From an optimization exercise on the open Yosys and OpenROAD flow, aimed at small area; shortcuts taken in it are not production practice.
In this exercise RTL edits were held to simulation tests only and were not proved equivalent to the original.
Power figures rest on the tool's default switching activity, not on a simulated workload.

Setup of run A:
// uart16550
module uart16550(
    input clk, rst,
    input wr, rd,
    input [2:0] addr,
    input [7:0] din,
    input rx,
    output [7:0] dout,
    output tx
);
    wire tx_push, rx_pop, tx_rst, rx_rst, fifo_ena, baud_pulse;
    wire [7:0] lcr;
    wire [7:0] tx_fifo_out, rx_fifo_out, rx_data;
    wire tx_fifo_empty, tx_pop;
    wire rx_push, rx_parity_error, rx_frame_error;
    wire rx_fifo_empty, rx_fifo_overrun;
    wire tx_fifo_overrun;
    uart_registers regs (
        .clk(clk), .rst(rst), .wr(wr), .rd(rd),
        .rx_fifo_empty(rx_fifo_empty),
        .rx_output_error(rx_fifo_overrun),
        .rx_parity_error(rx_parity_error),
        .rx_frame_error(rx_frame_error),
        .addr(addr), .din(din), .rx_fifo_in(rx_fifo_out),
        .tx_push(tx_push), .rx_pop(rx_pop), .tx_rst(tx_rst), .rx_rst(rx_rst),
        .fifo_ena(fifo_ena), .dout(dout), .lcr(lcr), .baud_out(baud_pulse)
    );
    fifo tx_fifo (
        .rst(rst), .clk(clk), .clr(tx_rst), .en(fifo_ena),
        .push_in(tx_push), .pop_in(tx_pop), .din(din),
        .dout(tx_fifo_out), .empty(tx_fifo_empty), .overrun(tx_fifo_overrun)
    );
    uart_tx_top utx (
        .clk(clk), .rst(rst), .baud_pulse(baud_pulse),
        .parity_enable(lcr[3]), .tx_hold_reg_empty(tx_fifo_empty),
        .stop_bit(lcr[2]), .sticky_parity(lcr[5]), .even_parity_select(lcr[4]),
        .set_break(lcr[6]), .din(tx_fifo_out), .wls(lcr[1:0]),
        .pop(tx_pop), .tx(tx)
    );
    uart_rx_top urx (
        .clk(clk), .rst(rst), .baud_pulse(baud_pulse), .rx(rx),
        .parity_enable(lcr[3]), .sticky_parity(lcr[5]), .even_parity_select(lcr[4]),
        .wls(lcr[1:0]),
  ...
Size in the first run: about 1500 cells after synthesis, ~390 flip-flops, about 25 I/O pins.
clock: 10.0 ns
lec_check: 0
abc_area: 1
cap_margin: 20
core_margin: 2
core_utilization: 60
cts_buf_list: sky130_fd_sc_hd__clkbuf_8 sky130_fd_sc_hd__clkbuf_16
cts_cluster_diameter: 100
cts_cluster_size: 30
place_density: 0.7
slew_margin: 20
standard.sh (not shown) runs the stock make flow with config.mk's settings and CLKGATE_MAP_FILE= SYNTH_SCRIPT=/design/flow/synth_recipe.tcl, a recipe that flattens the netlist after the stock synthesis.
==> flow/flow/run.sh <==
#!/bin/bash
# Own layout flow: the standard ORFS flow with two changes:
#  - the port buffers are buf_1 cells instead of the default choice
#  - clock tree synthesis clusters the register clock pins into larger
#    groups driven by clkbuf_16 and inserts no dummy loads
# Every step's full output is in the ORFS logs under orfs/logs; make's own
# output is in flow_make.log.
set -euo pipefail
bash standard.sh \
  BUFFER_PORTS_ARGS="-buffer_cell sky130_fd_sc_hd__buf_1" \
  CTS_ARGS="-sink_clustering_enable -repair_clock_nets -sink_clustering_size 30 -sink_clustering_max_diameter 100 -buf_list {sky130_fd_sc_hd__clkbuf_8 sky130_fd_sc_hd__clkbuf_16} -dont_use_dummy_load" \
  finish > flow_make.log 2>&1
Looking at the reports, run A completed the entire flow and the layout it produced met the timing, design-rule and antenna checks.
For run B, these inputs were changed with respect to run A:
diff --git a/flow/flow/run.sh b/flow/flow/run.sh
--- a/flow/flow/run.sh
+++ b/flow/flow/run.sh
@@ -9,4 +9,4 @@
 bash standard.sh \
   BUFFER_PORTS_ARGS="-buffer_cell sky130_fd_sc_hd__buf_1" \
-  CTS_ARGS="-sink_clustering_enable -repair_clock_nets -sink_clustering_size 30 -sink_clustering_max_diameter 100 -buf_list {sky130_fd_sc_hd__clkbuf_8 sky130_fd_sc_hd__clkbuf_16} -dont_use_dummy_load" \
+  CTS_ARGS="-sink_clustering_enable -repair_clock_nets -sink_clustering_size 20 -sink_clustering_max_diameter 50 -buf_list {sky130_fd_sc_hd__clkbuf_8} -dont_use_dummy_load" \
   finish > flow_make.log 2>&1
### Flow results
[compare] base=run A new=run B: tightest slew margin relative to the limit increased 2.0 points; via count of the first global-routing pass saw an increase; sequential share of layout area saw a decrease; post-layout minimum cycle time lower.
Wire: run B routes more than run A
Compared with run A, run B shows a higher number of clock-tree buffers in the layout.
Input changes introduced in run C (baseline for comparison: run B):
==> flow/run.sh (new file) <==
#!/bin/bash
# synth_recipe.tcl (not shown) runs the flow's synth.tcl, then flattens the netlist and writes it again
# the make line also repeats each setting of config.mk as NAME=value (left out here)
make -C /OpenROAD-flow-scripts/flow DESIGN_CONFIG=/design/flow/config.mk WORK_HOME=/design/flow/orfs CLKGATE_MAP_FILE= SYNTH_SCRIPT=/design/flow/synth_recipe.tcl finish
removed: flow/flow/run.sh
removed: flow/standard.sh
[summary]
- STATUS routed wire length: run C wins against run B
- In run C relative to run B, final non-filler cell total had gone down slightly.
- In the metrics for run C and run B, the one carrying the lower actual slew at the worst max-slew pin is run B.
- Diff run B -> run C | switching power | down by a few percent
- Worst setup margin was lower in run C than in run B.
- Sort run C and run B by global-route usage, descending, and run B comes first.
#### Input delta (run D over run C)
==> flow/flow/run.sh (new file) <==
#!/bin/bash
# Own layout flow: the standard ORFS flow with two changes:
#  - the port buffers are buf_1 cells instead of the default choice
#  - clock tree synthesis clusters the register clock pins into larger
#    groups driven by clkbuf_16 and inserts no dummy loads
# Every step's full output is in the ORFS logs under orfs/logs; make's own
# output is in flow_make.log.
set -euo pipefail
bash standard.sh \
  BUFFER_PORTS_ARGS="-buffer_cell sky130_fd_sc_hd__buf_1" \
  CTS_ARGS="-sink_clustering_enable -repair_clock_nets -sink_clustering_size 20 -sink_clustering_max_diameter 80 -buf_list {sky130_fd_sc_hd__clkbuf_8} -dont_use_dummy_load" \
  finish > flow_make.log 2>&1
==> flow/standard.sh (new file) <==
#!/bin/bash
# synth_recipe.tcl (not shown) runs the flow's synth.tcl, then flattens the netlist and writes it again
# the make line also repeats each setting of config.mk as NAME=value (left out here)
make -C /OpenROAD-flow-scripts/flow DESIGN_CONFIG=/design/flow/config.mk WORK_HOME=/design/flow/orfs CLKGATE_MAP_FILE= SYNTH_SCRIPT=/design/flow/synth_recipe.tcl "${@:-finish}"
removed: flow/run.sh
==> run notes <==
Every stage of the flow completed for run D, and the final layout passed the timing, design-rule and antenna checks. Delta (run D minus run C): first-pass iteration count of the detailed router rose by 1, maximum resistive drop on vdd went down, final worst hold slack saw a decrease, cell depth of the worst setup path stayed essentially flat. The clock network fraction of total power in run D sits 2.9 points below the value recorded for run C. [diff] count of routing violations after the opening detailed-route iteration, run D relative to run C: regression. The met3 usage in global routing of run D exceeds that of run C by 0.42 points.

[re-timing with driven ports]
How much do the figures lean on ideal ports? The routed layouts below were timed once more, with nothing changed but the port constraints. Step 1 assumes that a clkbuf_16 drives the clock port and a buf_2 every other input. Step 2 adds t to the input delays and takes it off the output delays; t is the mean of the earliest and latest rising clock arrival at the registers after step 1. Input paths then give back, and output paths get back, about the clock's delay inside the block. Three values: ideal ports, drivers, drivers and shift; two values: the first two.
run	t (ns)	setup slack, ns	clock arrival spread, ns	cell pins on the clock port's net
run A	0.557	5.760 / 5.791 / 5.233	0.021 / 0.021	1
run B	0.583	5.791 / 5.818 / 5.235	0.064 / 0.064	1
run C	0.564	5.422 / 5.449 / 4.885	0.016 / 0.017	1
run D	0.605	5.803 / 5.828 / 5.223	0.045 / 0.045	1
After both steps every run listed still meets setup and hold. For run D, which loses most, drivers alone change the setup slack by +0.025 ns; drivers and shift together by -0.580 ns.
